Source: an optimization exercise on an open RTL-to-GDS flow (aim: small area, a short achievable clock period and few clock cycles per item). Production flows keep margins and buffers that such runs may drop. Where RTL was checked, it was by simulation tests only, not by an equivalence proof against the original. Only the layout flow was run in runs 1 to 6; the RTL was not checked for function there. No activity file was given, so power comes from the tool's default toggle rates.

--- flow/design.v ---
module Processor(clk , rst , imem_addr , imem_data , IR , Loaded , Stored , Out , valid) ;
	input clk ;
	input rst ;
	input [15:0] imem_data ;
	output [15:0] imem_addr ;
	output reg valid ;
	output reg [15:0] Out , Stored , Loaded ;
	output reg [15:0] IR ;
	localparam [255:0] RINIT = {
		16'h1984, 16'h3994, 16'h0CDE, 16'h1CBA, 16'h0102, 16'h1A32, 16'h0414, 16'h22DA,
		16'h1C86, 16'h22E0, 16'h0001, 16'h1C3A, 16'h00AA, 16'h0030, 16'h0020, 16'h0010 } ;
	localparam [255:0] MINIT = {
		16'h1984, 16'h0000, 16'h0CDE, 16'h0000, 16'h0102, 16'h1A32, 16'h0000, 16'h22DA,
		16'h0000, 16'h0000, 16'h0000, 16'h1C3A, 16'h00AA, 16'h0000, 16'h0020, 16'h0001 } ;
	reg [15:0] pc ;
	assign imem_addr = pc ;
	reg [255:0] rf ;    
	reg [255:0] dm ;    
	reg rst_q ;
	reg [15:0] IRd ;
	reg vd ;
	always @(posedge clk) begin
		IRd <= imem_data ;
		rst_q <= rst ;
		if (rst) begin
			pc <= 16'd0 ;
			vd <= 1'b0 ;
		end else begin
			pc <= pc + 16'd1 ;
			vd <= 1'b1 ;
		end
	end
	wire [3:0] d_op  = IRd[15:12] ;
	wire [3:0] d_rd  = IRd[11:8] ;
	wire [3:0] d_rs1 = IRd[7:4] ;
	wire [3:0] d_rs2 = IRd[3:0] ;
	wire d_sub   = (d_op == 4'd1) ;
	wire d_and   = (d_op == 4'd2) ;
	wire d_or    = (d_op == 4'd3) ;
	wire d_xor   = (d_op == 4'd4) ;
	wire d_load  = (d_op == 4'd5) ;
	wire d_store = (d_op == 4'd6) ;
	wire d_sum   = !(d_and || d_or || d_xor || d_load || d_store) ;
	wire [3:0] d_rb = d_store ? d_rd : d_rs2 ;
	reg [15:0] A , Bx ;   
	reg [15:0] IRe ;
	reg ve ;
	reg c_sub , c_and , c_or , c_xor , c_ld , c_st , c_sum ;
	reg fa ;              
	reg fbp , fbn ;       
	reg ww ;              
	reg [3:0] wrd ;
	wire e_wr = ve && !c_st ;    
	wire [15:0] rfa = (ww && wrd == d_rs1) ? Out : rf[{d_rs1, 4'b0} +: 16] ;
	wire [15:0] rfb = (ww && wrd == d_rb) ? Out : rf[{d_rb, 4'b0} +: 16] ;
	wire fwa = e_wr && (IRe[11:8] == d_rs1) ;
	wire fwb = e_wr && (IRe[11:8] == d_rb) ;
	always @(posedge clk) begin
		A <= rfa ;
		Bx <= d_sub ? ~rfb : rfb ;
		IRe <= IRd ;
		fa <= fwa ;
		fbp <= fwb && !d_sub ;
		fbn <= fwb && d_sub ;
		c_sub <= d_sub ;
		c_and <= d_and ;
		c_or <= d_or ;
		c_xor <= d_xor ;
		c_sum <= d_sum ;
		c_ld <= d_load && vd && !rst ;
		c_st <= d_store && vd && !rst ;
		ve <= vd && !rst ;
	end
	wire [15:0] a = fa ? Out : A ;
	wire [15:0] b = fbp ? Out : (fbn ? ~Out : Bx) ;    
	wire [15:0] sum = a + b + {15'd0, c_sub} ;
	wire [15:0] mrd = dm[{a[3:0], 4'b0} +: 16] ;
	wire [15:0] res = ({16{c_sum}} & sum) | ({16{c_and}} & (a & b)) | ({16{c_or}} & (a | b)) |
	                  ({16{c_xor}} & (a ^ b)) | ({16{c_ld}} & mrd) | ({16{c_st}} & b) ;
	wire [15:0] rf_wd_0 = Out & {16{~rst_q}} ;    
	wire [15:0] rf_wd_1 = Out | {16{rst_q}} ;     
	wire [15:0] dm_wd_0 = b & {16{~rst_q}} ;
	wire [15:0] dm_wd_1 = b | {16{rst_q}} ;
	genvar gi , gj ;
	generate
		for (gi = 0 ; gi < 16 ; gi = gi + 1) begin : row
			wire rf_en = rst_q | (ww && wrd == gi) ;
			wire dm_en = rst_q | (c_st && a[3:0] == gi) ;
			for (gj = 0 ; gj < 16 ; gj = gj + 1) begin : col
				always @(posedge clk) begin
					if (rf_en) rf[16*gi + gj] <= RINIT[16*gi + gj] ? rf_wd_1[gj] : rf_wd_0[gj] ;
					if (dm_en) dm[16*gi + gj] <= MINIT[16*gi + gj] ? dm_wd_1[gj] : dm_wd_0[gj] ;
				end
			end
		end
	endgenerate
	always @(posedge clk) begin
		if (rst) begin
			valid <= 1'b0 ;
			ww <= 1'b0 ;
		end else begin
			valid <= ve ;
			ww <= e_wr ;
		end
		if (rst_q) begin
			Loaded <= 16'd0 ;
			Stored <= 16'd0 ;
		end else begin
			if (c_ld) Loaded <= res ;
			if (c_st) Stored <= b ;
		end
		wrd <= IRe[11:8] ;
		IR <= IRe ;
		Out <= res ;
	end
endmodule
--- flow/run.sh ---
#!/bin/bash
# synth_recipe.tcl (not shown) runs the flow's synth.tcl, then flattens the netlist and writes it again
# the make line also repeats each setting of config.mk as NAME=value (left out here)
make -C /OpenROAD-flow-scripts/flow DESIGN_CONFIG=/design/flow/config.mk WORK_HOME=/design/flow/orfs CLKGATE_MAP_FILE= SYNTH_SCRIPT=/design/flow/synth_recipe.tcl finish
--- flow/config.mk ---
export PLATFORM = sky130hd
export DESIGN_NAME = Processor
export DESIGN_NICKNAME = Processor
export VERILOG_FILES = /design/flow/design.v
export SDC_FILE = /design/flow/constraint.sdc
export NUM_CORES = 4
export LEC_CHECK = 0
export ABC_CLOCK_PERIOD_IN_PS = 2000
export CAP_MARGIN = 20
export CORE_MARGIN = 2
export CORE_UTILIZATION = 50
export SETUP_SLACK_MARGIN = 3.9
export SLEW_MARGIN = 20
--- flow/constraint.sdc ---
create_clock -name core_clock -period 6.0 [get_ports {clk}]
set_input_delay 1.2000 -clock core_clock [delete_from_list [all_inputs] [get_ports {clk}]]
set_output_delay 1.2000 -clock core_clock [all_outputs]
set_load 0.01 [all_outputs]
==> results.yml, run 1 <==
layout:
  final_area_mm2: 0.0390
  drive_gt1_share_pct: 41.7
  fillers: 4010
  nets: 2453
  area_delta_synth_final_pct: 32.8
  antennaDiodeCount: 0
power:
  combinationalPowerShare_pct: 29.4
  p_int_mw: 10.5
  power.leakage_nw: 14.3
  switchingPower_mw: 4.74
  swShare_pct: 31.1
  power.share.sequential_pct: 41.5
  p_clk_share_pct: 29.1
  ir_worst_vdd_uv: 249
  powerDensity_mw_per_mm2: 391
  p_total_mw: 15.2
timing:
  hold_viol: 0
  skew_ns: 0.0214
  relSlewSlack_pct: 26.2
  fin_crit_ns: 3.05
  setup_viol: 0
  drv_slew: 0
  finalWorstSetupSlack_ns: 2.95
  max_freq_mhz: 328
  fin_setup_tns_ns: 0
  worstMarginPinSlew_ns: 1.09
  rsz0062_at_grt: "true"
  min_period_over_period_pct: 50.8
  fin_hold_ws_ns: 0.322
routing:
  antenna_left: 0
  viasPerCell: 6.44
  num_vias: 20800
  initialDrtViolationCount: 2893
  routed_wl_mm: 100
  drc: 0
  drt-pass1-iter-count: 9
  wire_per_inst_um: 31.1
synth:
  yosysTopAreaCell: "edfxtp_1"
  synth_edf_count: 512
  synth.most_common_cell: "edfxtp_1"
  yosysWarnings: 1
  async_reset_ff_share_pct: 0
  ys_ff_latch: 671
  synth_top_area_share_pct: 52.4
  synth_cell_types: 69
  synthesis.area_mm2: 0.0293
  syn_nets: 2089
  syn_area_per_cell_um2: 14.4
  synth_flop_cell: "edfxtp_1"
  seq_area_frac_synth_pct: 63.3
  yosys-top-cells-area: "edfxtp_1 52%, mux4_2 12%, dfxtp_1 11%"
  syn_inst: 2038
  synthTopCellsByCount: "512 x edfxtp_1, 247 x nand2_1, 159 x dfxtp_1"
floorplan:
  die_x_um: 246
  io_pins: 99
  core_mm2: 0.0578
  num_rows: 88
  die_area_mm2: 0.0606
  start_util_pct: 50.8
  dieHeight_um: 246
setup_path:
  rr_startpoint: "fbn$_DFF_P_"
  critPathKind: "reg -> reg"
  worstReg2RegEnd: "Loaded[13]$_SDFFE_PP0P_"
  crit_path_end_kind: "register"
  cp_data_required_time_ns: 6.49
  crit_arrival_ns: 3.54
  r2r_slack_ns: 2.95
  startpoint: "fbn$_DFF_P_"
  r2r_cells: 12
  start_kind: "register"
  worstPathMaxFanout: 6
global_route:
  overflow: 0
  grt_pass1_vias: 20200
  antenna_found_initial: 1
  grt_max_degree: 65
  grt_pass1_wl_mm: 141
  grt_usage_pct: 32.7
place:
  io_buffers: 98
  dpl-instance-area_mm2: 0.0317
  dp_hpwl_mm: 54.5
  finalWeightedCongestion: 0.878
  pre_cts_ws_ns: 2.17
clock_tree:
  cts_hold_buf: 0
  cts_sinks: 671
  tritoncts: "yes"
  cts-buffers-inserted: 72
  cts_root_buffer: "clkbuf_16"
  htree_levels: 3
  clock_latency_ns: 0.62
  path_clk_slew_ns: 0.06
  clockBufferDepth: 3
hold_path:
  hold_depth: 0
  whs_endpoint: "IR[14]$_DFF_P_"
  hp-start: "IRe[14]$_DFF_P_"
  hold_path.class: "reg -> reg"
flow_run:
  max_cap_viol_count: 0
run_status:
  outcome: "finished clean"
[logic make-up after synthesis]
kind of cell / Yosys count / synth area share (%)
buffers and inverters: 206 / 3.01
xor gates and xnor gates: 51 / 1.52
DFF: 671 / 63.3
AOI/OAI and AO/OA: 275 / 6.65
adders and majority gates: 33 / 1.41
muxes: 270 / 16.1
and+or+nand+nor: 532 / 8.09
[critical path, stage by stage (launching register included)]
cell and delay [ns]:
dfxtp_4 0.37, buf_12 0.14, mux2i_4 0.18, nor2b_4 0.14, a21o_4 0.21, ha_4 0.29
ha_4 0.18, inv_4 0.05, a221o_2 0.48, a211oi_2 0.25, mux2i_1 0.11, a311o_1 0.29
o31a_1 0.24
[cells in the final DEF, fill, tap and decap left out, types with 20 or more instances in the layout]
| cell | netlist | routed |
|---|---|---|
| edfxtp_1 | 512 | 512 |
| nand2_1 | 247 | 238 |
| buf_4 | 11 | 175 |
| mux4_2 | 151 | 154 |
| buf_6 | 4 | 123 |
| nor2_1 | 118 | 98 |
| clkbuf_16 | 0 | 83 |
| dfxtp_1 | 159 | 71 |
| mux2i_1 | 83 | 68 |
| dfxtp_2 | 0 | 58 |
| inv_1 | 72 | 55 |
| buf_12 | 0 | 54 |
| nand3_1 | 59 | 52 |
| dfxtp_4 | 0 | 30 |
| a21oi_1 | 45 | 29 |
| nor2b_1 | 35 | 29 |
| xnor2_1 | 27 | 25 |
| xor2_1 | 24 | 22 |
| o21ai_4 | 0 | 22 |
| buf_16 | 0 | 20 |
[power by group through the flow]
stage	Clock (mW)	Combinational (mW)	Sequential, mW
after detailed placement	0	3.30	6.40
after floorplan	0	2.26	6.20
after global placement	0	3.26	6.38
final	4.44	4.47	6.32
after global routing	4.67	4.67	6.37
after CTS	4.48	4.10	6.29
[routing by layer]
layer  wire [µm]  global-route usage, %  up-vias  part of all wire [%]
met2       45400                   49.1     1286                    45
met3       11400                   7.58      244                    11
met5           0                      0        -                     0
met1       39300                   46.2    10700                    39
li1            -                      -     8577                     -
met4        4190                   13.6        0                   4.2
[metrics by stage]
stage,std cells,utilization [%]
final,3224,67.4
after global placement,2817,54.8
after CTS,3155,65.2
after global routing,3224,67.4
after detailed placement,2819,54.9
after floorplan,2038,-
[registers in the layout (all words and copies together) (netlist names), 3 cells and up]
signal  count
A          16
Bx         16
IR         13
IRd        16
IRe        16
Loaded     16
Out        16
Stored     16
dm        256
pc         16
rf        256
wrd         3
[layout make-up]
type,count,area [µm²],area share [%]
Multi-Input combinational cell,1167,11600,29.9
Clock inverter,41,370,0.951
Timing Repair inverter,1,5.00,0.0128
Inverter,75,330,0.848
Sequential cell,671,18700,48.1
Timing Repair Buffer,414,4940,12.7
Tap cell,765,957,2.46
Clock buffer,90,1970,5.06
[worst max path at each step]
stage | endpoint | slack [ns] | cells after the start
final | Loaded[13]$_SDFFE_PP0P_ | 2.95 | 12
after global routing | Loaded[13]$_SDFFE_PP0P_ | 2.89 | 12
after CTS | Loaded[13]$_SDFFE_PP0P_ | 2.97 | 12
after detailed placement | Loaded[13]$_SDFFE_PP0P_ | 2.17 | 9
after global placement | Loaded[13]$_SDFFE_PP0P_ | 2.22 | 9
after floorplan | Loaded[15]$_SDFFE_PP0P_ | 3.14 | 14
[timing repair]
item	CTS	global route
setup endpoints to repair	1025	435
pin swaps	72	54
endpoints found under the hold margin	0	0
buffers inserted	176	59
gates cloned	29	10
gates resized for setup	759	124
==> run 2: changes to the inputs <==
==> flow/config.mk (replaced) <==
export PLATFORM = sky130hd
export DESIGN_NAME = Processor
export DESIGN_NICKNAME = Processor
export VERILOG_FILES = /design/flow/design.v
export SDC_FILE = /design/flow/constraint.sdc
export NUM_CORES = 4
export LEC_CHECK = 0
export ABC_CLOCK_PERIOD_IN_PS = 2500
export CAP_MARGIN = 20
export CORE_MARGIN = 2
export CORE_UTILIZATION = 50
export SETUP_SLACK_MARGIN = 3.5
export SLEW_MARGIN = 20
==> results.yml, run 2 <==
power:
  ir_worst_vdd_uv: 208
  powerDensity_mw_per_mm2: 402
  power.leakage_nw: 13.4
  p_total_mw: 14.7
synth:
  synth_top_family_by_area: "multiplexers"
  synthAdderAreaFrac_pct: 1.41
  async_reset_ff_share_pct: 0
  synth_edf_count: 512
  syn_area_per_cell_um2: 14.4
  seq_area_frac_synth_pct: 63.3
  yosysTopAreaCell: "edfxtp_1"
  synth_top_area_share_pct: 52.4
  synth_flop_cell: "edfxtp_1"
  synth_compound_area_share_pct: 6.65
  ys_ff_latch: 671
  yosysWarnings: 1
  syn_nets: 2089
  yosys-top-cells-area: "edfxtp_1 52%, mux4_2 12%, dfxtp_1 11%"
  synth-xor-area-share_pct: 1.52
  synthTopCellsByCount: "512 x edfxtp_1, 247 x nand2_1, 159 x dfxtp_1"
  synthesis.area_mm2: 0.0293
  synthMuxAreaShare_pct: 16.1
  syn_inst: 2038
  synthSimpleGateAreaFrac_pct: 8.09
  synth.most_common_cell: "edfxtp_1"
  synth_cell_types: 69
floorplan:
  die_x_um: 246
  die_area_mm2: 0.0606
  io_pins: 99
  core_mm2: 0.0578
  num_rows: 88
  start_util_pct: 50.8
  dieHeight_um: 246
clock_tree:
  tritoncts: "yes"
  clock_latency_ns: 0.62
  clockBufferDepth: 3
  cts-buffers-inserted: 73
  htree_levels: 3
  cts_root_buffer: "clkbuf_16"
  cts_sinks: 671
  path_clk_slew_ns: 0.06
run_status:
  outcome: "finished clean"
timing:
  rsz0062_at_grt: "true"
  fin_crit_ns: 2.99
  min_period_over_period_pct: 49.8
  max_freq_mhz: 334
  setup_viol: 0
  finalWorstSetupSlack_ns: 3.01
  drv_slew: 0
  worstMarginPinSlew_ns: 1.23
  relSlewSlack_pct: 18.0
  skew_ns: 0.0240
  fin_setup_tns_ns: 0
  hold_viol: 0
setup_path:
  r2r_cells: 15
  worstPathMaxFanout: 7
  max_stage_delay_ns: 0.39
  cp_data_required_time_ns: 6.51
  crit_arrival_ns: 3.50
  crit_chain: "buf_12 > mux2i_4 > nor2b_4 > a21o_4 > ha_4 > ha_4 > inv_2 > buf_6 > o21ai_4 > ha_4 > nor2_4 > o221ai_4 > a221oi_2 > mux2_4 > a211oi_2"
  critPathKind: "reg -> reg"
  cpLargestDelayFamily: "compound AO/OA/AOI/OAI gates"
  worst-path-buf-inv: 3
  crit_path_top_delay_cell: "dfxtp_4"
  crit_path_end_kind: "register"
  cpMostUsedCell: "ha_4"
  cp.depth: 15
  start_kind: "register"
routing:
  wire_per_inst_um: 29.9
  antenna_left: 0
  drt-pass1-iter-count: 8
  routed_wl_mm: 93.4
  viasPerCell: 6.36
  drc: 0
  initialDrtViolationCount: 2544
  num_vias: 19900
global_route:
  grt_usage_pct: 30.8
  grt_pass1_vias: 19500
  grt_max_degree: 64
  antenna_found_initial: 0
  grt_pass1_wl_mm: 133
  overflow: 0
layout:
  seqCellArea_mm2: 0.0187
  multi_input_area_mm2: 0.0113
  nets: 2345
  drive_gt1_share_pct: 31.5
  final_common_cell: "edfxtp_1"
  area_delta_synth_final_pct: 25.1
  fillers: 4222
  final_cells: 3120
  largestRegisters: "dm x256, rf x256"
  layout_common_cells: "512 x edfxtp_1, 239 x nand2_1, 152 x mux4_2"
hold_path:
  hold_depth: 0
  hold_path.class: "reg -> reg"
place:
  io_buffers: 98
  place_inst: 2829
  dp_hpwl_mm: 55.4
  finalWeightedCongestion: 0.889
  pre_cts_ws_ns: 2.06
flow_run:
  max_cap_viol_count: 0
## run 2: cell type report
type | instances | area share [%]
clock buffer | 109 | 5.72
inverter | 75 | 0.866
timing repair buffer | 310 | 8.74
tap | 765 | 2.61
clock inverter | 26 | 0.406
antenna | 1 | 0.00682
sequential | 671 | 50.8
timing repair inverter | 1 | 0.0136
multi-input combinational | 1162 | 30.8
## run 2: worst register-to-register path, cell delays in order (launching register included)
cell and delay (ns):
dfxtp_4 0.39, buf_12 0.15, mux2i_4 0.24, nor2b_4 0.19
a21o_4 0.11, ha_4 0.20, ha_4 0.16, inv_2 0.06
buf_6 0.09, o21ai_4 0.05, ha_4 0.20, nor2_4 0.10
o221ai_4 0.12, a221oi_2 0.30, mux2_4 0.35, a211oi_2 0.18
## run 2: metal layers
layer / vias to the layer above / wire (µm) / track usage (%)
met4: 0 / 3100 / 10.6
li1: 8347 / - / -
met1: 10100 / 37600 / 43.8
met3: 181 / 10100 / 6.80
met2: 1177 / 42600 / 46.9
met5: - / 0 / 0
## run 2: stage by stage
step	hold WS, ns	instance area, µm²	util [%]
6_report	0.326	36700	63.5
5_1_grt	0.337	36700	63.5
4_1_cts	0.328	35800	61.9
3_5_place_dp	0.312	31600	54.7
3_3_place_gp	0.312	31600	54.7
2_1_floorplan	0.310	29800	-
## run 2: kinds of logic after synthesis
family / count (synthesis)
AO/OA/AOI/OAI: 275
multiplexers: 270
AND/OR/NAND/NOR: 532
adder cells (fa/ha/maj): 33
XOR/XNOR: 51
flip-flops: 671
buffers and inverters: 206
## run 2: path summary, 6_finish.rpt
kind	slack, ns	start	endpoint
min reg2reg	0.33	IRe[6]$_DFF_P_	IR[6]$_DFF_P_
max reg2reg	3.01	fbn$_DFF_P_	Loaded[12]$_SDFFE_PP0P_
min	0.33	IRe[6]$_DFF_P_	IR[6]$_DFF_P_
max	3.01	fbn$_DFF_P_	Loaded[12]$_SDFFE_PP0P_
## run 2: timing repair
action	4_1_cts	5_1_grt
setup buffers	99	42
setup endpoints to repair	602	210
gates cloned	10	3
pin swaps	65	67
gates resized for setup	347	103
hold buffers	0	0
## run 2: where the power goes
group / internal, mW / leakage [nW] / switching [mW] / total (mW)
logic: 1.81 / 5.91 / 2.39 / 4.20
clock network: 2.46 / 1.10 / 1.78 / 4.25
registers: 5.90 / 6.41 / 0.392 / 6.30
total: 10.2 / 13.4 / 4.56 / 14.7
==> run 3: changes to the inputs <==
--- a/flow/design.v
+++ b/flow/design.v
@@ -46,22 +46,21 @@
 	reg [15:0] IRe ;
 	reg ve ;
 	reg c_sub , c_and , c_or , c_xor , c_ld , c_st , c_sum ;
-	reg fa ;              
-	reg fbp , fbn ;       
 	reg ww ;              
 	reg [3:0] wrd ;
+	wire [15:0] res ;     
+	reg [3:0] Am ;        
 	wire e_wr = ve && !c_st ;    
+	wire fwa = e_wr && (IRe[11:8] == d_rs1) ;
+	wire fwb = e_wr && (IRe[11:8] == d_rb) ;
 	wire [15:0] rfa = (ww && wrd == d_rs1) ? Out : rf[{d_rs1, 4'b0} +: 16] ;
 	wire [15:0] rfb = (ww && wrd == d_rb) ? Out : rf[{d_rb, 4'b0} +: 16] ;
-	wire fwa = e_wr && (IRe[11:8] == d_rs1) ;
-	wire fwb = e_wr && (IRe[11:8] == d_rb) ;
+	wire [15:0] opb = fwb ? res : rfb ;
 	always @(posedge clk) begin
-		A <= rfa ;
-		Bx <= d_sub ? ~rfb : rfb ;
+		A <= fwa ? res : rfa ;
+		if (d_load || d_store) Am <= fwa ? res[3:0] : rfa[3:0] ;
+		Bx <= d_sub ? ~opb : opb ;
 		IRe <= IRd ;
-		fa <= fwa ;
-		fbp <= fwb && !d_sub ;
-		fbn <= fwb && d_sub ;
 		c_sub <= d_sub ;
 		c_and <= d_and ;
 		c_or <= d_or ;
@@ -71,21 +70,19 @@
 		c_st <= d_store && vd && !rst ;
 		ve <= vd && !rst ;
 	end
-	wire [15:0] a = fa ? Out : A ;
-	wire [15:0] b = fbp ? Out : (fbn ? ~Out : Bx) ;    
-	wire [15:0] sum = a + b + {15'd0, c_sub} ;
-	wire [15:0] mrd = dm[{a[3:0], 4'b0} +: 16] ;
-	wire [15:0] res = ({16{c_sum}} & sum) | ({16{c_and}} & (a & b)) | ({16{c_or}} & (a | b)) |
-	                  ({16{c_xor}} & (a ^ b)) | ({16{c_ld}} & mrd) | ({16{c_st}} & b) ;
+	wire [15:0] sum = A + Bx + {15'd0, c_sub} ;
+	wire [15:0] mrd = dm[{Am, 4'b0} +: 16] ;
+	assign res = ({16{c_sum}} & sum) | ({16{c_and}} & (A & Bx)) | ({16{c_or}} & (A | Bx)) |
+	             ({16{c_xor}} & (A ^ Bx)) | ({16{c_ld}} & mrd) | ({16{c_st}} & Bx) ;
 	wire [15:0] rf_wd_0 = Out & {16{~rst_q}} ;    
 	wire [15:0] rf_wd_1 = Out | {16{rst_q}} ;     
-	wire [15:0] dm_wd_0 = b & {16{~rst_q}} ;
-	wire [15:0] dm_wd_1 = b | {16{rst_q}} ;
+	wire [15:0] dm_wd_0 = Bx & {16{~rst_q}} ;
+	wire [15:0] dm_wd_1 = Bx | {16{rst_q}} ;
 	genvar gi , gj ;
 	generate
 		for (gi = 0 ; gi < 16 ; gi = gi + 1) begin : row
 			wire rf_en = rst_q | (ww && wrd == gi) ;
-			wire dm_en = rst_q | (c_st && a[3:0] == gi) ;
+			wire dm_en = rst_q | (c_st && Am == gi) ;
 			for (gj = 0 ; gj < 16 ; gj = gj + 1) begin : col
 				always @(posedge clk) begin
 					if (rf_en) rf[16*gi + gj] <= RINIT[16*gi + gj] ? rf_wd_1[gj] : rf_wd_0[gj] ;
@@ -106,8 +103,8 @@
 			Loaded <= 16'd0 ;
 			Stored <= 16'd0 ;
 		end else begin
-			if (c_ld) Loaded <= res ;
-			if (c_st) Stored <= b ;
+			if (c_ld) Loaded <= mrd ;
+			if (c_st) Stored <= Bx ;
 		end
 		wrd <= IRe[11:8] ;
 		IR <= IRe ;
--- a/flow/config.mk
+++ b/flow/config.mk
@@ -5,7 +5,6 @@
 export SDC_FILE = /design/flow/constraint.sdc
 export NUM_CORES = 4
 export LEC_CHECK = 0
-export ABC_CLOCK_PERIOD_IN_PS = 2500
 export CAP_MARGIN = 20
 export CORE_MARGIN = 2
 export CORE_UTILIZATION = 50
==> results.yml, run 3 <==
run_status:
  outcome: "finished clean"
place:
  place_inst: 2705
  dp_hpwl_mm: 50.9
  finalWeightedCongestion: 0.856
  io_buffers: 98
floorplan:
  io_pins: 99
  core_mm2: 0.0576
  die_x_um: 245
  num_rows: 88
  dieHeight_um: 245
  start_util_pct: 50.5
  die_area_mm2: 0.0601
setup_path:
  rr_startpoint: "IRd[12]$_DFF_P_"
  crit_path_end_kind: "register"
  r2r_cells: 10
  worstPathMaxFanout: 13
  worstReg2RegEnd: "Bx[5]$_DFF_P_"
  critPathKind: "reg -> reg"
  start_kind: "register"
  crit_arrival_ns: 3.37
  r2r_slack_ns: 3.13
  cp_data_required_time_ns: 6.50
timing:
  fin_crit_ns: 2.87
  drv_slew: 0
  worstMarginPinSlew_ns: 1.12
  rsz0062_at_grt: "true"
  fin_setup_tns_ns: 0
  skew_ns: 0.0233
  hold_viol: 0
  setup_viol: 0
  min_period_over_period_pct: 47.8
  relSlewSlack_pct: 25.3
  max_freq_mhz: 348
routing:
  drt-pass1-iter-count: 6
  wire_per_inst_um: 29.2
  antenna_left: 0
  routed_wl_mm: 86.1
  initialDrtViolationCount: 2029
  drc: 0
  viasPerCell: 6.26
  num_vias: 18400
synth:
  seq_area_frac_synth_pct: 64.0
  syn_nets: 1966
  synth_cell_types: 80
  synthesis.area_mm2: 0.0291
  synth_top_area_share_pct: 53.3
  synth_flop_cell: "edfxtp_1"
  yosysTopAreaCell: "edfxtp_1"
  yosys-top-cells-area: "edfxtp_1 53%, mux4_2 13%, dfxtp_1 11%"
  synth.most_common_cell: "edfxtp_1"
  ys_ff_latch: 672
  async_reset_ff_share_pct: 0
  syn_inst: 1913
  yosysWarnings: 1
  synth_edf_count: 516
  synthTopCellsByCount: "516 x edfxtp_1, 191 x nand2_1, 168 x mux4_2"
  syn_area_per_cell_um2: 15.2
layout:
  drive_gt1_share_pct: 30.2
  largestRegisters: "dm x256, rf x256"
  layout_common_cells: "516 x edfxtp_1, 176 x nand2_1, 168 x mux4_2"
  final_common_cell: "edfxtp_1"
  final_cells: 2945
  area_delta_synth_final_pct: 22.7
  fillers: 4319
  nets: 2175
clock_tree:
  htree_levels: 3
  cts_sinks: 672
  clock_latency_ns: 0.62
  cts_root_buffer: "clkbuf_16"
  path_clk_slew_ns: 0.06
  tritoncts: "yes"
  clockBufferDepth: 3
  cts_hold_buf: 0
  cts-buffers-inserted: 72
power:
  powerDensity_mw_per_mm2: 382
  ir_worst_vdd_uv: 354
  power.leakage_nw: 13.2
hold_path:
  hold_depth: 0
  hp-start: "IRe[7]$_DFF_P_"
  whs_endpoint: "IR[7]$_DFF_P_"
  hold_path.class: "reg -> reg"
global_route:
  grt_pass1_vias: 18400
  overflow: 0
  grt_pass1_wl_mm: 125
  grt_max_degree: 50
  grt_usage_pct: 29.0
  antenna_found_initial: 3
flow_run:
  max_cap_viol_count: 0
==> run 3: cell types whose count changed in the layout (fill, tap and decap cells not counted), moves of 17 or more <==
cell     change
nand2_1     -63
mux2i_1     +40
buf_4       -38
nor2_1      -33
nand3_1     -27
a21oi_1     +22
mux2_2      -18
a31oi_1     -17
inv_1       -17
==> run 3: logic make-up (layout without fill, tap and decap cells) <==
logic type / count (synthesis) / after routing / synth area share [%]
other cells: 0 / 1 / 0
flops: 672 / 672 / 64.0
simple gates: 441 / 441 / 7.00
compound gates: 250 / 250 / 5.98
mux: 298 / 299 / 17.6
xor+xnor: 49 / 49 / 1.48
fa+ha+maj: 35 / 35 / 1.56
buf+inv: 168 / 433 / 2.39
==> run 3: worst max-delay path by stage <==
stage	end	slack, ns	start	depth (start not counted)
floorplan	Bx[5]$_DFF_P_	3.30	IRd[12]$_DFF_P_	10
global placement	Bx[3]$_DFF_P_	2.27	IRd[13]$_DFF_P_	7
detailed placement	Bx[4]$_DFF_P_	2.31	IRd[13]$_DFF_P_	10
CTS	Bx[14]$_DFF_P_	3.16	A[0]$_DFF_P_	11
global route	Bx[14]$_DFF_P_	3.05	IRd[15]$_DFF_P_	11
finish	Bx[5]$_DFF_P_	3.13	IRd[12]$_DFF_P_	10
==> run 3: critical path: stages (launching register included) <==
cell	delay (ns)
dfxtp_4	0.40
nand4bb_4	0.16
buf_12	0.17
mux2i_4	0.43
buf_4	0.37
nor2_1	0.16
a32oi_1	0.20
a31oi_1	0.15
a21o_1	0.20
a22o_1	0.17
a221o_1	0.34
==> run 3: cell type report <==
cell class | count | area (µm²) | area share (%)
multi-input cells | 1074 | 10700 | 30.0
well taps | 765 | 957 | 2.68
clock buffers | 101 | 2090 | 5.85
diodes | 1 | 2.50 | 0.00701
clock inverters | 30 | 277 | 0.775
flip-flops and latches | 672 | 18800 | 52.6
repair buffers | 252 | 2700 | 7.56
inverters | 50 | 200 | 0.561
==> run 3: metal layers <==
metal / up-vias / global-route usage [%] / part of all wire (%)
li1: 7826 / - / -
met1: 9494 / 36.8 / 38
met2: 887 / 49.1 / 50
met3: 232 / 5.26 / 7.5
met4: 0 / 12.2 / 4.6
met5: - / 0 / 0
==> run 3: per-stage QoR <==
| stage | hold slack (ns) | power (mW) | setup slack (ns) | utilization [%] | area [µm²] |
|---|---|---|---|---|---|
| final | 0.313 | 13.6 | 3.13 | 62.0 | 35700 |
| after global routing | 0.310 | 14.1 | 3.05 | 62.0 | 35700 |
| after CTS | 0.308 | 13.5 | 3.16 | 61.2 | 35200 |
| after detailed placement | 0.312 | 8.69 | 2.31 | 54.2 | 31200 |
| after global placement | 0.312 | 8.63 | 2.27 | 54.2 | 31200 |
| after floorplan | 0.310 | 7.76 | 3.30 | - | 29300 |
==> run 3: report_power, final <==
part / switching (mW) / internal (mW)
sequential: 0.443 / 5.93
clock: 1.80 / 2.64
combinational: 1.52 / 1.29
==> run 3: repair_timing <==
action / 4_1_cts / 5_1_grt
hold endpoints to repair: 0 / 0
buffers inserted: 72 / 23
pin swaps: 38 / 25
resized for setup: 316 / 88
setup endpoints to repair: 408 / 155
cloned: 13 / 0
==> run 4: changes to the inputs <==
--- a/flow/config.mk
+++ b/flow/config.mk
@@ -7,6 +7,7 @@
 export LEC_CHECK = 0
 export CAP_MARGIN = 20
 export CORE_MARGIN = 2
-export CORE_UTILIZATION = 50
-export SETUP_SLACK_MARGIN = 3.5
+export CORE_UTILIZATION = 55
+export SETUP_SLACK_MARGIN = 3.8
 export SLEW_MARGIN = 20
+export TNS_END_PERCENT = 100
==> results.yml, run 4 <==
clock_tree:
  cts_hold_buf: 0
  htree_levels: 3
  cts-buffers-inserted: 72
  path_clk_slew_ns: 0.06
  tritoncts: "yes"
  clock_latency_ns: 0.61
  cts_sinks: 672
  clockBufferDepth: 3
  cts_root_buffer: "clkbuf_16"
setup_path:
  worstPathMaxFanout: 3
  r2r_cells: 11
  cp_data_required_time_ns: 6.53
  rr_startpoint: "Bx[0]$_DFF_P_"
  critPathKind: "reg -> reg"
  worstReg2RegEnd: "Bx[14]$_DFF_P_"
  crit_arrival_ns: 3.39
  r2r_slack_ns: 3.14
  crit_path_end_kind: "register"
  start_kind: "register"
flow_run:
  max_cap_viol_count: 0
timing:
  setup_viol: 0
  skew_ns: 0.0219
  worstMarginPinSlew_ns: 1.09
  relSlewSlack_pct: 27.4
  rsz0062_at_grt: "true"
  fin_crit_ns: 2.86
  hold_viol: 0
  drv_slew: 0
  max_freq_mhz: 350
  fin_setup_tns_ns: 0
  min_period_over_period_pct: 47.6
routing:
  wl_met3_mm: 7.81
  initialDrtViolationCount: 1983
  top_layer: "met5"
  wire_per_inst_um: 29.8
  routed_wl_mm: 89.1
  drc: 0
  num_vias: 19200
  wl_met2_mm: 44.3
  antenna_left: 0
  wl_met1_mm: 32.8
  viasPerCell: 6.41
  drt-pass1-iter-count: 5
synth:
  synthSimpleGateAreaFrac_pct: 7.00
  seq_area_frac_synth_pct: 64.0
  synth-xor-area-share_pct: 1.48
  synth_top_family_by_area: "multiplexers"
  ys_ff_latch: 672
  synth_cell_types: 80
  synth_flop_cell: "edfxtp_1"
  synthAdderAreaFrac_pct: 1.56
  yosys-top-cells-area: "edfxtp_1 53%, mux4_2 13%, dfxtp_1 11%"
  synth_compound_area_share_pct: 5.98
  yosysTopAreaCell: "edfxtp_1"
  synthMuxAreaShare_pct: 17.6
  synth_edf_count: 516
  synthesis.area_mm2: 0.0291
  syn_inst: 1913
  synth_top_area_share_pct: 53.3
  syn_area_per_cell_um2: 15.2
  yosysWarnings: 1
  synth.most_common_cell: "edfxtp_1"
  synthTopCellsByCount: "516 x edfxtp_1, 191 x nand2_1, 168 x mux4_2"
  async_reset_ff_share_pct: 0
  syn_nets: 1966
global_route:
  grt_usage_pct: 32.7
  overflow: 0
  grt_max_degree: 54
  antenna_found_initial: 1
  grt_pass1_vias: 18800
  grt_pass1_wl_mm: 127
layout:
  fin_util_pct: 71.7
  drive_gt1_share_pct: 40.3
  area_delta_synth_final_pct: 29.3
  antennaDiodeCount: 0
  final_common_cell: "edfxtp_1"
  largestRegisters: "dm x256, rf x256"
  nets: 2297
  layout_common_cells: "516 x edfxtp_1, 175 x nand2_1, 168 x mux4_2"
  fillers: 3367
power:
  switchingPower_mw: 3.83
  swShare_pct: 27.4
  p_clk_share_pct: 32.6
  powerDensity_mw_per_mm2: 371
  p_total_mw: 14.0
  power.share.sequential_pct: 45.4
  combinationalPowerShare_pct: 22.0
  ir_worst_vdd_uv: 261
  p_int_mw: 10.1
  power.leakage_nw: 14.1
floorplan:
  die_x_um: 234
  io_pins: 99
  core_mm2: 0.0524
  num_rows: 84
  dieHeight_um: 234
  die_area_mm2: 0.0547
  start_util_pct: 55.5
place:
  dp_hpwl_mm: 48.3
  io_buffers: 98
  finalWeightedCongestion: 0.825
hold_path:
  whs_endpoint: "IR[3]$_DFF_P_"
  hold_path.class: "reg -> reg"
  hold_depth: 0
  hp-start: "IRe[3]$_DFF_P_"
run_status:
  outcome: "finished clean"
==> run 4: cell counts after synthesis <==
Identical to the previous run, type by type.
==> run 4: cell type report <==
type,instances,area (µm²),area share (%)
sequential,672,18800,50.1
timing repair buffer,365,4150,11.0
tap,688,861,2.29
multi-input combinational,1083,11100,29.6
clock inverter,34,382,1.01
inverter,50,198,0.526
clock buffer,98,2060,5.47
==> run 4: power by group through the flow <==
stage / Clock [mW] / Combinational, mW / Sequential, mW
after floorplan: 0 / 1.60 / 6.22
after global placement: 0 / 2.27 / 6.40
after detailed placement: 0 / 2.31 / 6.43
after CTS: 4.59 / 2.85 / 6.32
after global routing: 4.80 / 3.25 / 6.39
final: 4.55 / 3.07 / 6.33
==> run 4: worst max path at each step <==
stage                                end  depth (start not counted)            start
after global placement    Bx[12]$_DFF_P_                          9  IRd[13]$_DFF_P_
final                     Bx[14]$_DFF_P_                         11    Bx[0]$_DFF_P_
after CTS                 Bx[14]$_DFF_P_                         11    Bx[0]$_DFF_P_
after detailed placement  Bx[12]$_DFF_P_                          9  IRd[13]$_DFF_P_
after floorplan            Bx[5]$_DFF_P_                         10  IRd[12]$_DFF_P_
after global routing      Bx[14]$_DFF_P_                         11    Bx[0]$_DFF_P_
==> run 4: cell families (layout without fill, tap and decap cells) <==
family / after synthesis / count (layout)
buffers and inverters: 168 / 547
muxes: 298 / 304
xor gates and xnor gates: 49 / 49
AOI/OAI and AO/OA: 250 / 250
DFF: 672 / 672
and+or+nand+nor: 441 / 445
adders and majority gates: 35 / 35
==> run 4: repair_timing <==
action,in CTS,in global routing
setup endpoints to repair,518,347
gates cloned,24,2
pin swaps,56,34
endpoints found under the hold margin,0,0
buffers inserted,147,62
gates resized for setup,679,83
==> run 4: through the flow <==
| step | hold WS, ns | instances | setup WS (ns) | cell area [µm²] |
|---|---|---|---|---|
| 2_1_floorplan | 0.310 | 1913 | 3.30 | 29600 |
| 5_1_grt | 0.330 | 2990 | 3.02 | 37600 |
| 4_1_cts | 0.324 | 2926 | 3.14 | 36700 |
| 6_report | 0.325 | 2990 | 3.14 | 37600 |
| 3_5_place_dp | 0.312 | 2623 | 2.06 | 31200 |
| 3_3_place_gp | 0.312 | 2621 | 2.12 | 31200 |
==> run 4: metal layers <==
| metal | GRT usage [%] | vias up |
|---|---|---|
| met5 | 0 | - |
| met4 | 14.2 | 2 |
| met3 | 5.87 | 257 |
| met2 | 54.8 | 1048 |
| met1 | 42.2 | 9746 |
| li1 | - | 8107 |
==> run 4: critical path: stages, from the launching register on <==
cell	delay, ns
dfxtp_4	0.36
fa_2	0.41
inv_2	0.08
fa_2	0.21
nor2b_2	0.06
o2111ai_2	0.20
nand3_2	0.17
a311o_1	0.35
o31a_1	0.26
o311a_4	0.38
mux2i_1	0.16
xor2_1	0.15
==> run 5: changes to the inputs <==
--- a/flow/design.v
+++ b/flow/design.v
@@ -18,9 +18,13 @@
 	reg [255:0] dm ;    
 	reg rst_q ;
 	reg [15:0] IRd ;
+	reg [3:0] d_rb ;      
+	reg d_sub ;
 	reg vd ;
 	always @(posedge clk) begin
 		IRd <= imem_data ;
+		d_rb <= (imem_data[15:12] == 4'd6) ? imem_data[11:8] : imem_data[3:0] ;
+		d_sub <= (imem_data[15:12] == 4'd1) ;
 		rst_q <= rst ;
 		if (rst) begin
 			pc <= 16'd0 ;
@@ -31,17 +35,13 @@
 		end
 	end
 	wire [3:0] d_op  = IRd[15:12] ;
-	wire [3:0] d_rd  = IRd[11:8] ;
 	wire [3:0] d_rs1 = IRd[7:4] ;
-	wire [3:0] d_rs2 = IRd[3:0] ;
-	wire d_sub   = (d_op == 4'd1) ;
 	wire d_and   = (d_op == 4'd2) ;
 	wire d_or    = (d_op == 4'd3) ;
 	wire d_xor   = (d_op == 4'd4) ;
 	wire d_load  = (d_op == 4'd5) ;
 	wire d_store = (d_op == 4'd6) ;
 	wire d_sum   = !(d_and || d_or || d_xor || d_load || d_store) ;
-	wire [3:0] d_rb = d_store ? d_rd : d_rs2 ;
 	reg [15:0] A , Bx ;   
 	reg [15:0] IRe ;
 	reg ve ;
@@ -70,9 +70,9 @@
 		c_st <= d_store && vd && !rst ;
 		ve <= vd && !rst ;
 	end
-	wire [15:0] sum = A + Bx + {15'd0, c_sub} ;
+	wire [16:0] sum = {A, 1'b1} + {Bx, c_sub} ;    
 	wire [15:0] mrd = dm[{Am, 4'b0} +: 16] ;
-	assign res = ({16{c_sum}} & sum) | ({16{c_and}} & (A & Bx)) | ({16{c_or}} & (A | Bx)) |
+	assign res = ({16{c_sum}} & sum[16:1]) | ({16{c_and}} & (A & Bx)) | ({16{c_or}} & (A | Bx)) |
 	             ({16{c_xor}} & (A ^ Bx)) | ({16{c_ld}} & mrd) | ({16{c_st}} & Bx) ;
 	wire [15:0] rf_wd_0 = Out & {16{~rst_q}} ;    
 	wire [15:0] rf_wd_1 = Out | {16{rst_q}} ;     
--- a/flow/config.mk
+++ b/flow/config.mk
@@ -7,7 +7,8 @@
 export LEC_CHECK = 0
 export CAP_MARGIN = 20
 export CORE_MARGIN = 2
-export CORE_UTILIZATION = 55
-export SETUP_SLACK_MARGIN = 3.8
+export CORE_UTILIZATION = 50
+export CTS_CLUSTER_DIAMETER = 60
+export CTS_CLUSTER_SIZE = 30
+export SETUP_SLACK_MARGIN = 3.7
 export SLEW_MARGIN = 20
-export TNS_END_PERCENT = 100
==> results.yml, run 5 <==
hold_path:
  hold_path.class: "reg -> reg"
timing:
  setup_viol: 0
  fin_setup_tns_ns: 0
  worstMarginPinSlew_ns: 1.06
  fin_crit_ns: 2.54
  finalWorstSetupSlack_ns: 3.46
  drv_slew: 0
  relSlewSlack_pct: 29.5
  rsz0062_at_grt: "true"
  skew_ns: 0.0211
  hold_viol: 0
  min_period_over_period_pct: 42.3
  max_freq_mhz: 394
synth:
  async_reset_ff_share_pct: 0
  yosys-top-cells-area: "edfxtp_1 54%, mux4_2 14%, dfxtp_1 11%"
  seq_area_frac_synth_pct: 64.9
  synth_flop_cell: "edfxtp_1"
  ys_ff_latch: 677
  synthesis.area_mm2: 0.0288
  synth_cell_types: 69
  synth.most_common_cell: "edfxtp_1"
  synthTopCellsByCount: "516 x edfxtp_1, 180 x mux4_2, 161 x dfxtp_1"
  synth_edf_count: 516
  syn_inst: 1813
  synth_top_area_share_pct: 53.7
  syn_nets: 1865
  yosysWarnings: 1
  syn_area_per_cell_um2: 15.9
  yosysTopAreaCell: "edfxtp_1"
clock_tree:
  path_clk_slew_ns: 0.08
  cts_sinks: 677
  cts_hold_buf: 0
  cts_root_buffer: "clkbuf_16"
  clock_latency_ns: 0.61
  clockBufferDepth: 3
  tritoncts: "yes"
  htree_levels: 2
  cts-buffers-inserted: 47
setup_path:
  crit_path_end_kind: "register"
  start_kind: "register"
  r2r_slack_ns: 3.46
  cpLargestDelayFamily: "compound AO/OA/AOI/OAI gates"
  cpMostUsedCell: "buf_12"
  worstPathMaxFanout: 8
  worst-path-buf-inv: 3
  critPathKind: "reg -> reg"
  crit_chain: "buf_12 > buf_12 > buf_16 > mux4_2 > a22o_1 > a31oi_4 > o2111a_1 > o211ai_2 > a21oi_2 > xnor2_1"
  crit_path_top_delay_cell: "mux4_2"
  max_stage_delay_ns: 0.49
  crit_arrival_ns: 3.02
  cp_data_required_time_ns: 6.48
layout:
  antennaDiodeCount: 0
  area_delta_synth_final_pct: 19.8
  nets: 2067
  drive_gt1_share_pct: 35.6
  final_common_cell: "edfxtp_1"
  largestRegisters: "dm x256, rf x256"
  final_area_mm2: 0.0345
  layout_common_cells: "516 x edfxtp_1, 180 x mux4_2, 116 x buf_4"
power:
  p_total_mw: 12.4
  ir_worst_vdd_uv: 369
  powerDensity_mw_per_mm2: 358
  power.leakage_nw: 12.4
place:
  pre_cts_ws_ns: 2.60
  dp_hpwl_mm: 46.2
  io_buffers: 98
  finalWeightedCongestion: 0.905
  dpl-instance-area_mm2: 0.0307
floorplan:
  core_mm2: 0.0574
  die_x_um: 244
  die_area_mm2: 0.0596
  num_rows: 88
  io_pins: 99
  start_util_pct: 50.3
  dieHeight_um: 244
routing:
  antenna_left: 0
  drt-pass1-iter-count: 6
  initialDrtViolationCount: 1720
  routed_wl_mm: 78.6
  drc: 0
  viasPerCell: 6.16
  wire_per_inst_um: 27.9
  num_vias: 17400
global_route:
  overflow: 0
  grt_usage_pct: 26.5
  grt_pass1_vias: 17300
  antenna_found_initial: 0
  grt_pass1_wl_mm: 115
  grt_max_degree: 49
run_status:
  outcome: "finished clean"
flow_run:
  max_cap_viol_count: 0
[run 5: cell count changes after synthesis, sizes merged, moves of 10 or more]
cell    change
a211oi     +30
nor2       -30
mux2i      -33
nor2b      +15
o22ai      +11
a21oi      +23
a22oi      +19
o21ai      -17
clkbuf     -12
a311oi     -10
mux4       +12
nand2      -77
[run 5: where the power goes]
part	switching (mW)	leakage (nW)	internal, mW
combinational	1.40	5.14	1.22
clock	1.78	0.787	1.61
sequential	0.391	6.50	5.96
total	3.57	12.4	8.78
[run 5: worst paths after layout]
path / from / to / cells past startpoint
worst min register to register: IRe[5]$_DFF_P_ / IR[5]$_DFF_P_ / 0
worst max-delay path: Am[0]$_DFFE_PP_ / Bx[15]$_DFF_P_ / 10
worst max register to register: Am[0]$_DFFE_PP_ / Bx[15]$_DFF_P_ / 10
worst min-delay path: IRe[5]$_DFF_P_ / IR[5]$_DFF_P_ / 0
[run 5: kinds of logic after synthesis]
family                   count (synthesis)  synth area share (%)
flip-flops                             677                  64.9
multiplexers                           277                  17.5
AO/OA/AOI/OAI                          274                  6.37
buffers and inverters                  170                  2.68
AND/OR/NAND/NOR                        331                  5.58
XOR/XNOR                                50                  1.52
adder cells (fa/ha/maj)                 34                  1.50
[run 5: final cells by class]
type | instances | area [µm²]
Fill cell | 4301 | 22800
Sequential cell | 677 | 18900
Multi-Input combinational cell | 966 | 10000
Timing Repair Buffer | 268 | 2810
Clock buffer | 52 | 1250
Tap cell | 765 | 957
Clock inverter | 35 | 365
Inverter | 55 | 213
[run 5: timing repair]
action,4_1_cts,5_1_grt
setup endpoints to repair,513,168
gates cloned,7,0
resized for setup,610,60
setup buffers,95,23
pin swaps,29,10
[run 5: layer usage]
metal | global-route usage (%) | part of all wire, %
met4 | 7.64 | 2.8
met1 | 35.7 | 40
met2 | 45.0 | 50
met5 | 0 | 0
met3 | 4.10 | 6.9
[run 5: per-stage QoR]
stage | hold slack, ns | instances | util [%]
4_1_cts | 0.328 | 2795 | 59.4
6_report | 0.328 | 2818 | 60.2
3_3_place_gp | 0.311 | 2606 | 53.5
5_1_grt | 0.337 | 2818 | 60.2
2_1_floorplan | 0.310 | 1813 | -
3_5_place_dp | 0.312 | 2606 | 53.5
==> run 6: changes to the inputs <==
--- a/flow/config.mk
+++ b/flow/config.mk
@@ -8,7 +8,5 @@
 export CAP_MARGIN = 20
 export CORE_MARGIN = 2
 export CORE_UTILIZATION = 50
-export CTS_CLUSTER_DIAMETER = 60
-export CTS_CLUSTER_SIZE = 30
-export SETUP_SLACK_MARGIN = 3.7
+export SETUP_SLACK_MARGIN = 3.5
 export SLEW_MARGIN = 20
==> results.yml, run 6 <==
routing:
  drt-pass1-iter-count: 5
  initialDrtViolationCount: 1544
  num_vias: 17100
  viasPerCell: 6.12
  antenna_left: 0
  routed_wl_mm: 77.0
  wire_per_inst_um: 27.6
  drc: 0
floorplan:
  die_area_mm2: 0.0596
  start_util_pct: 50.3
  dieHeight_um: 244
  die_x_um: 244
  io_pins: 99
  num_rows: 88
  core_mm2: 0.0574
setup_path:
  crit_path_end_kind: "register"
  rr_startpoint: "Am[2]$_DFFE_PP_"
  r2r_slack_ns: 3.49
  cp_data_required_time_ns: 6.47
  worst-path-buf-inv: 1
  start_kind: "register"
  critPathKind: "reg -> reg"
  r2r_cells: 8
  worstPathMaxFanout: 11
  crit_chain: "and3b_1 > a22o_1 > a31oi_4 > o2111ai_2 > a31o_1 > buf_4 > nor2_1 > a21oi_1"
  crit_path_top_delay_cell: "edfxtp_1"
  crit_arrival_ns: 2.99
  cpLargestDelayFamily: "compound AO/OA/AOI/OAI gates"
  max_stage_delay_ns: 0.59
  worstReg2RegEnd: "A[9]$_DFF_P_"
run_status:
  outcome: "finished clean"
timing:
  fin_setup_tns_ns: 0
  max_freq_mhz: 398
  finalWorstSetupSlack_ns: 3.49
  relSlewSlack_pct: 30.1
  fin_hold_ws_ns: 0.323
  rsz0062_at_grt: "true"
  drv_slew: 0
  min_period_over_period_pct: 41.9
  skew_ns: 0.0230
  hold_viol: 0
  worstMarginPinSlew_ns: 1.04
  setup_viol: 0
  fin_crit_ns: 2.51
synth:
  yosys-top-cells-area: "edfxtp_1 54%, mux4_2 14%, dfxtp_1 11%"
  synth_cell_types: 69
  synthTopCellsByCount: "516 x edfxtp_1, 180 x mux4_2, 161 x dfxtp_1"
  syn_nets: 1865
  yosysTopAreaCell: "edfxtp_1"
  yosysWarnings: 1
  synth_flop_cell: "edfxtp_1"
  synth_edf_count: 516
  synthesis.area_mm2: 0.0288
  syn_area_per_cell_um2: 15.9
  syn_inst: 1813
  async_reset_ff_share_pct: 0
  synth.most_common_cell: "edfxtp_1"
  ys_ff_latch: 677
  seq_area_frac_synth_pct: 64.9
  synth_top_area_share_pct: 53.7
hold_path:
  whs_endpoint: "IRe[3]$_DFF_P_"
  hold_path.class: "reg -> reg"
  hp-start: "IRd[3]$_DFF_P_"
  hold_depth: 0
power:
  powerDensity_mw_per_mm2: 383
  ir_worst_vdd_uv: 285
  power.leakage_nw: 12.3
place:
  dp_hpwl_mm: 46.3
  finalWeightedCongestion: 0.966
  pre_cts_ws_ns: 2.70
  io_buffers: 98
  place_inst: 2604
global_route:
  grt_pass1_wl_mm: 113
  antenna_found_initial: 0
  overflow: 0
  grt_max_degree: 57
  grt_pass1_vias: 17400
  grt_usage_pct: 26.0
clock_tree:
  htree_levels: 3
  cts-buffers-inserted: 71
  path_clk_slew_ns: 0.06
  clock_latency_ns: 0.62
  clockBufferDepth: 3
  cts_sinks: 677
  cts_root_buffer: "clkbuf_16"
  tritoncts: "yes"
layout:
  antennaDiodeCount: 0
  area_delta_synth_final_pct: 18.4
  layout_common_cells: "516 x edfxtp_1, 180 x mux4_2, 109 x dfxtp_1"
  drive_gt1_share_pct: 27.2
  nets: 2017
  largestRegisters: "dm x256, rf x256"
  final_common_cell: "edfxtp_1"
  fin_util_pct: 59.5
  final_cells: 2787
flow_run:
  max_cap_viol_count: 0
## run 6: cell count changes in the layout (fill, tap and decap cells not counted), sizes merged, moves of 3 or more
cell | previous run | this run
buf | 249 | 94
bufinv | 0 | 4
clkbuf | 52 | 107
clkdlybuf4s15 | 0 | 36
clkinv | 16 | 19
dlygate4sd2 | 1 | 43
inv | 72 | 56
## run 6: power breakdown
part           leakage [nW]  internal (mW)  total, mW  switching [mW]
logic                  4.66           1.08       2.37            1.30
registers              6.48           5.97       6.38           0.410
clock network          1.11           2.54       4.32            1.78
total                  12.3           9.59       13.1            3.49
## run 6: how the worst max path moves through the flow
stage	startpoint	end	slack, ns	cells after the start
after floorplan	c_st$_DFF_P_	dm[100]$_DFFE_PP_	3.40	5
after global placement	c_ld$_DFF_P_	Bx[11]$_DFF_P_	2.69	7
after detailed placement	Am[0]$_DFFE_PP_	Bx[11]$_DFF_P_	2.70	9
after CTS	Am[0]$_DFFE_PP_	Bx[11]$_DFF_P_	3.44	9
after global routing	Am[0]$_DFFE_PP_	Bx[6]$_DFF_P_	3.40	10
final	Am[2]$_DFFE_PP_	A[9]$_DFF_P_	3.49	8
## run 6: cells by family after synthesis
| family | after synthesis | share of synthesized area (%) |
|---|---|---|
| compound gates | 274 | 6.37 |
| xor+xnor | 50 | 1.52 |
| fa+ha+maj | 34 | 1.50 |
| buf+inv | 170 | 2.68 |
| flops | 677 | 64.9 |
| mux | 277 | 17.5 |
| simple gates | 331 | 5.58 |
## run 6: through the flow
step                power [mW]  area [µm²]
floorplan                 7.76       28900
global placement          8.53       30700
detailed placement        8.60       30700
CTS                       13.0       33600
global route              13.6       34100
finish                    13.1       34100
## run 6: layer usage
metal | wire length (µm) | global-route usage (%) | vias to the layer above
met5 | 0 | 0 | -
met4 | 2020 | 8.59 | 0
met3 | 6180 | 4.78 | 136
met2 | 38500 | 44.3 | 764
met1 | 30300 | 33.9 | 8758
li1 | - | - | 7407
## run 6: cell type report
class / count / area (µm²)
tap: 765 / 957
inverter: 55 / 208
timing repair buffer: 194 / 1980
clock buffer: 103 / 2040
multi-input combinational: 966 / 9870
sequential: 677 / 18800
clock inverter: 27 / 243
fill: 4318 / 23200
## run 6: timing repair
action | in CTS | in global routing
pin swaps | 7 | 15
setup endpoints to repair | 341 | 67
hold buffers | 0 | 0
buffers inserted | 24 | 24
gates resized for setup | 237 | 67
gates cloned | 3 | 2
==> run 7: changes to the inputs <==
--- a/flow/design.v
+++ b/flow/design.v
@@ -49,7 +49,8 @@
 	reg ww ;              
 	reg [3:0] wrd ;
 	wire [15:0] res ;     
-	reg [3:0] Am ;        
+	reg [15:0] Am ;       
+	reg [15:0] wen ;      
 	wire e_wr = ve && !c_st ;    
 	wire fwa = e_wr && (IRe[11:8] == d_rs1) ;
 	wire fwb = e_wr && (IRe[11:8] == d_rb) ;
@@ -58,7 +59,8 @@
 	wire [15:0] opb = fwb ? res : rfb ;
 	always @(posedge clk) begin
 		A <= fwa ? res : rfa ;
-		if (d_load || d_store) Am <= fwa ? res[3:0] : rfa[3:0] ;
+		Am <= 16'd1 << (fwa ? res[3:0] : rfa[3:0]) ;
+		wen <= {16{rst}} | ({16{e_wr}} & (16'd1 << IRe[11:8])) ;
 		Bx <= d_sub ? ~opb : opb ;
 		IRe <= IRd ;
 		c_sub <= d_sub ;
@@ -71,7 +73,12 @@
 		ve <= vd && !rst ;
 	end
 	wire [16:0] sum = {A, 1'b1} + {Bx, c_sub} ;    
-	wire [15:0] mrd = dm[{Am, 4'b0} +: 16] ;
+	reg [15:0] mrd ;
+	integer k ;
+	always @* begin
+		mrd = 16'd0 ;
+		for (k = 0 ; k < 16 ; k = k + 1) mrd = mrd | ({16{Am[k]}} & dm[16*k +: 16]) ;
+	end
 	assign res = ({16{c_sum}} & sum[16:1]) | ({16{c_and}} & (A & Bx)) | ({16{c_or}} & (A | Bx)) |
 	             ({16{c_xor}} & (A ^ Bx)) | ({16{c_ld}} & mrd) | ({16{c_st}} & Bx) ;
 	wire [15:0] rf_wd_0 = Out & {16{~rst_q}} ;    
@@ -81,8 +88,8 @@
 	genvar gi , gj ;
 	generate
 		for (gi = 0 ; gi < 16 ; gi = gi + 1) begin : row
-			wire rf_en = rst_q | (ww && wrd == gi) ;
-			wire dm_en = rst_q | (c_st && Am == gi) ;
+			wire rf_en = wen[gi] ;
+			wire dm_en = rst_q | (c_st && Am[gi]) ;
 			for (gj = 0 ; gj < 16 ; gj = gj + 1) begin : col
 				always @(posedge clk) begin
 					if (rf_en) rf[16*gi + gj] <= RINIT[16*gi + gj] ? rf_wd_1[gj] : rf_wd_0[gj] ;
--- a/flow/config.mk
+++ b/flow/config.mk
@@ -8,5 +8,6 @@
 export CAP_MARGIN = 20
 export CORE_MARGIN = 2
 export CORE_UTILIZATION = 50
-export SETUP_SLACK_MARGIN = 3.5
+export SETUP_SLACK_MARGIN = 3.8
 export SLEW_MARGIN = 20
+export TNS_END_PERCENT = 20
==> results.yml, run 7 <==
timing:
  setup_viol: 0
  fin_setup_tns_ns: 0
  worstMarginPinSlew_ns: 1.20
  fin_crit_ns: 2.50
  max_freq_mhz: 401
  rsz0062_at_grt: "true"
  hold_viol: 0
  drv_slew: 0
  relSlewSlack_pct: 20.3
  min_period_over_period_pct: 41.6
  skew_ns: 0.0156
layout:
  final_cells: 2839
  antennaDiodeCount: 0
  final_common_cell: "edfxtp_1"
  final_area_mm2: 0.0352
  nets: 2068
  drive_gt1_share_pct: 30.5
  area_delta_synth_final_pct: 22.0
  fin_util_pct: 61.3
  layout_common_cells: "512 x edfxtp_1, 158 x mux4_2, 140 x dfxtp_1"
  fillers: 4219
  largestRegisters: "dm x256, rf x256"
synth:
  synth_flop_cell: "edfxtp_1"
  synthTopCellsByCount: "512 x edfxtp_1, 193 x dfxtp_1, 158 x mux4_2"
  syn_area_per_cell_um2: 15.9
  yosys-top-cells-area: "edfxtp_1 53%, dfxtp_1 13%, mux4_2 12%"
  synth_compound_area_share_pct: 7.88
  synth_cell_types: 72
  synthesis.area_mm2: 0.0288
  async_reset_ff_share_pct: 0
  synth_edf_count: 512
  synthSimpleGateAreaFrac_pct: 5.96
  synthAdderAreaFrac_pct: 1.50
  syn_nets: 1863
  synth_top_area_share_pct: 53.3
  synth_top_family_by_area: "multiplexers"
  yosysWarnings: 1
  ys_ff_latch: 705
  yosysTopAreaCell: "edfxtp_1"
  seq_area_frac_synth_pct: 66.8
  syn_inst: 1811
  synth.most_common_cell: "edfxtp_1"
  synthMuxAreaShare_pct: 13.9
  synth-xor-area-share_pct: 1.61
power:
  powerDensity_mw_per_mm2: 422
  power.leakage_nw: 12.8
  ir_worst_vdd_uv: 285
  p_total_mw: 14.8
hold_path:
  hold_path.class: "reg -> reg"
  whs_endpoint: "IR[12]$_DFF_P_"
  hold_depth: 0
  hp-start: "IRe[12]$_DFF_P_"
floorplan:
  start_util_pct: 50.2
  die_x_um: 244
  dieHeight_um: 244
  die_area_mm2: 0.0596
  num_rows: 88
  io_pins: 99
  core_mm2: 0.0574
routing:
  routed_wl_mm: 81.3
  drt-pass1-iter-count: 5
  antenna_left: 0
  initialDrtViolationCount: 1828
  num_vias: 17600
  viasPerCell: 6.19
  drc: 0
  wire_per_inst_um: 28.6
setup_path:
  crit_path_end_kind: "register"
  worstReg2RegEnd: "Bx[10]$_DFF_P_"
  crit_arrival_ns: 3.03
  r2r_cells: 9
  start_kind: "register"
  rr_startpoint: "A[0]$_DFF_P_"
  max_stage_delay_ns: 0.36
  crit_chain: "inv_2 > ha_4 > a211oi_4 > o211ai_1 > and2_4 > or3_1 > a311o_1 > o21ai_1 > xnor2_1"
  crit_path_top_delay_cell: "dfxtp_2"
  worstPathMaxFanout: 3
  critPathKind: "reg -> reg"
  r2r_slack_ns: 3.50
  cp_data_required_time_ns: 6.54
flow_run:
  max_cap_viol_count: 0
clock_tree:
  cts_sinks: 705
  tritoncts: "yes"
  clockBufferDepth: 3
  clock_latency_ns: 0.61
  cts-buffers-inserted: 73
  cts_hold_buf: 0
  htree_levels: 3
  cts_root_buffer: "clkbuf_16"
  path_clk_slew_ns: 0.06
global_route:
  grt_usage_pct: 27.5
  grt_max_degree: 52
  overflow: 0
  grt_pass1_wl_mm: 118
  antenna_found_initial: 0
  grt_pass1_vias: 17700
place:
  place_inst: 2600
  dp_hpwl_mm: 46.4
  dpl-instance-area_mm2: 0.0307
  io_buffers: 98
  finalWeightedCongestion: 0.867
run_status:
  outcome: "finished clean"
-- run 7: cell count changes in the layout (fill, tap and decap cells not counted), moves of 29 or more --
cell and change:
a21oi_1 -37, buf_4 +37, a22o_1 +32, a221oi_1 +47, dfxtp_1 +31, mux2i_1 -53
buf_6 +29
-- run 7: cell type report --
cell class	instances	area, µm²	area share (%)
clock inverter	27	273	0.776
sequential	705	19400	55.2
tap	765	957	2.72
timing repair buffer	252	2680	7.63
inverter	46	186	0.530
multi-input combinational	938	9500	27.0
clock buffer	106	2170	6.16
-- run 7: cell families after synthesis --
group,Yosys count
adders and majority gates,34
and+or+nand+nor,344
buffers and inverters,168
DFF,705
xor gates and xnor gates,53
muxes,202
AOI/OAI and AO/OA,305
-- run 7: routing by layer --
layer  routed length [µm]  up-vias  track usage (%)  share of wire [%]
met5                    0        -                0                  0
met4                 2670        0             9.42                3.3
met3                 5470      166             4.26                6.7
met2                41000      665             47.0                 50
met1                32200     9159             36.0                 40
li1                     -     7574                -                  -
-- run 7: how the worst max path moves through the flow --
stage,startpoint,end,slack [ns],cells past startpoint
final,A[0]$_DFF_P_,Bx[10]$_DFF_P_,3.50,9
after global routing,Bx[3]$_DFF_P_,Bx[13]$_DFF_P_,3.43,9
after detailed placement,IRd[5]$_DFF_P_,Am[2]$_SDFF_PP0_,2.80,7
after floorplan,Bx[4]$_DFF_P_,Bx[13]$_DFF_P_,3.56,10
after CTS,Out[14]$_DFF_P_,Out[14],3.46,1
after global placement,d_rb[0]$_DFF_P_,Bx[1]$_DFF_P_,2.82,7
-- run 7: report_power, final --
| group | switching (mW) | internal, mW | total, mW | leakage, nW |
|---|---|---|---|---|
| combinational | 1.87 | 1.66 | 3.53 | 4.84 |
| clock | 1.86 | 2.73 | 4.59 | 1.20 |
| sequential | 0.459 | 6.23 | 6.69 | 6.72 |
-- run 7: critical path, delay by kind of cell (launching register included) --
kind	cells	cell delay [ns]
and+or+nand+nor	2	0.54
buffers and inverters	1	0.05
adders and majority gates	1	0.25
DFF	1	0.36
AOI/OAI and AO/OA	4	1.09
xor gates and xnor gates	1	0.12
-- run 7: metrics by stage --
step	worst slack (ns)	hold WS (ns)
after floorplan	3.56	0.310
after global placement	2.82	0.310
after detailed placement	2.80	0.312
after CTS	3.46	0.325
after global routing	3.43	0.329
final	3.50	0.325
-- run 7: timing repair --
item,CTS,global route
buffers inserted,76,20
gates cloned,10,0
gates resized for setup,289,103
setup endpoints to repair,248,190
pin swaps,55,19
Testbench counts of run 7, summed over its fixed seeds: cycles 3,216, instrs 3,200.
==> run 8: changes to the inputs <==
--- a/flow/config.mk
+++ b/flow/config.mk
@@ -8,6 +8,5 @@
 export CAP_MARGIN = 20
 export CORE_MARGIN = 2
 export CORE_UTILIZATION = 50
-export SETUP_SLACK_MARGIN = 3.8
+export SETUP_SLACK_MARGIN = 3.6
 export SLEW_MARGIN = 20
-export TNS_END_PERCENT = 20
==> results.yml, run 8 <==
routing:
  viasPerCell: 6.13
  num_vias: 17300
  drc: 0
  routed_wl_mm: 80.8
  antenna_left: 0
  drt-pass1-iter-count: 5
  initialDrtViolationCount: 1662
hold_path:
  hp-start: "IRe[13]$_DFF_P_"
  hold_path.class: "reg -> reg"
power:
  ir_worst_vdd_uv: 298
  powerDensity_mw_per_mm2: 418
  power.leakage_nw: 12.2
run_status:
  outcome: "finished clean"
timing:
  relSlewSlack_pct: 19.6
  setup_viol: 0
  worstMarginPinSlew_ns: 1.21
  finalWorstSetupSlack_ns: 3.43
  skew_ns: 0.0191
  hold_viol: 0
  fin_setup_tns_ns: 0
  drv_slew: 0
  fin_crit_ns: 2.57
  max_freq_mhz: 390
synth:
  yosysWarnings: 1
  syn_nets: 1863
  seq_area_frac_synth_pct: 66.8
  syn_inst: 1811
  synth.most_common_cell: "edfxtp_1"
  synth_top_area_share_pct: 53.3
  yosys-top-cells-area: "edfxtp_1 53%, dfxtp_1 13%, mux4_2 12%"
  ys_ff_latch: 705
  syn_area_per_cell_um2: 15.9
  synthTopCellsByCount: "512 x edfxtp_1, 193 x dfxtp_1, 158 x mux4_2"
  synth_flop_cell: "edfxtp_1"
  synth_cell_types: 72
  synthesis.area_mm2: 0.0288
  yosysTopAreaCell: "edfxtp_1"
global_route:
  grt_pass1_wl_mm: 118
  overflow: 0
  grt_max_degree: 58
  grt_pass1_vias: 17700
  antenna_found_initial: 3
  grt_usage_pct: 27.4
floorplan:
  die_area_mm2: 0.0596
  start_util_pct: 50.2
  dieHeight_um: 244
  die_x_um: 244
  io_pins: 99
  core_mm2: 0.0574
  num_rows: 88
place:
  pre_cts_ws_ns: 2.59
  finalWeightedCongestion: 0.861
  dpl-instance-area_mm2: 0.0307
layout:
  area_delta_synth_final_pct: 18.5
  largestRegisters: "dm x256, rf x256"
  final_area_mm2: 0.0342
  drive_gt1_share_pct: 31.9
flow_run:
  max_cap_viol_count: 0
clock_tree:
  htree_levels: 3
  clock_latency_ns: 0.62
  path_clk_slew_ns: 0.06
  clockBufferDepth: 3
  tritoncts: "yes"
  cts_root_buffer: "clkbuf_16"
setup_path:
  cp_data_required_time_ns: 6.49
  startpoint: "Bx[6]$_DFF_P_"
  crit_path_end_kind: "register"
  worstPathMaxFanout: 4
  start_kind: "register"
  critPathKind: "reg -> reg"
  rr_startpoint: "Bx[6]$_DFF_P_"
[run 8: cell counts after synthesis]
No cell type changed its count.
[run 8: final cells by class]
| class | count | area [µm²] |
|---|---|---|
| Antenna cell | 1 | 2.50 |
| Clock buffer | 96 | 1980 |
| Clock inverter | 35 | 310 |
| Fill cell | 4377 | 23200 |
| Inverter | 46 | 188 |
| Multi-Input combinational cell | 939 | 9370 |
| Sequential cell | 705 | 19400 |
| Tap cell | 765 | 957 |
| Timing Repair Buffer | 228 | 1940 |
[run 8: logic make-up (layout without fill, tap and decap cells)]
kind of cell | count (synthesis) | in the layout | synth area share (%)
flops | 705 | 705 | 66.8
fa+ha+maj | 34 | 34 | 1.50
mux | 202 | 202 | 13.9
xor+xnor | 53 | 53 | 1.61
other cells | 0 | 1 | 0
compound gates | 305 | 305 | 7.88
simple gates | 344 | 345 | 5.96
buf+inv | 168 | 405 | 2.40
[run 8: worst paths after layout]
check,to,slack (ns),depth (start not counted)
min reg2reg,IR[13]$_DFF_P_,0.32,0
min,IR[13]$_DFF_P_,0.32,0
max reg2reg,A[13]$_DFF_P_,3.43,9
max,A[13]$_DFF_P_,3.43,9
[run 8: worst max-delay path, cell delays in order (launching register included)]
cell and delay [ns]:
dfxtp_2 0.40, inv_1 0.14, ha_4 0.31, nand4_1 0.10, or4_4 0.51, and3_4 0.16, or4_4 0.53, buf_4 0.17
nor2_4 0.07, a21oi_1 0.04
[run 8: report_power, final]
group | switching, mW | internal, mW
clock network | 1.86 | 2.51
registers | 0.448 | 6.23
logic | 1.80 | 1.45
total | 4.10 | 10.2
[run 8: stage by stage]
step	cells	total power [mW]	hold WS [ns]	utilization, %
global route	2814	14.9	0.333	59.6
finish	2815	14.3	0.322	59.6
detailed placement	2601	9.42	0.312	53.5
floorplan	1811	8.34	0.310	-
CTS	2787	14.1	0.326	58.9
global placement	2601	9.36	0.310	53.5
[run 8: per-layer routing]
metal  vias to the layer above  share of wire [%]  routed length [µm]  GRT usage [%]
met5                         -                  0                   0              0
met4                         0                2.4                1950           7.68
met3                       114                7.2                5790           3.80
met2                       729                 51               41300           47.6
met1                      8895                 39               31800           36.0
li1                       7532                  -                   -              -
[run 8: what timing repair did]
item	4_1_cts	5_1_grt
pin swaps	28	24
cloned	1	2
hold buffers	0	0
setup endpoints to repair	158	123
gates resized for setup	428	74
setup buffers	54	25

Re-timed with assumed drivers on the ports (clkbuf_16 on the clock, buf_2 on other inputs), run 8 has 3.435 ns of setup slack against 3.435 ns with ideal ports, and 3.140 ns once port delays also move by the mid clock arrival of 0.669 ns.
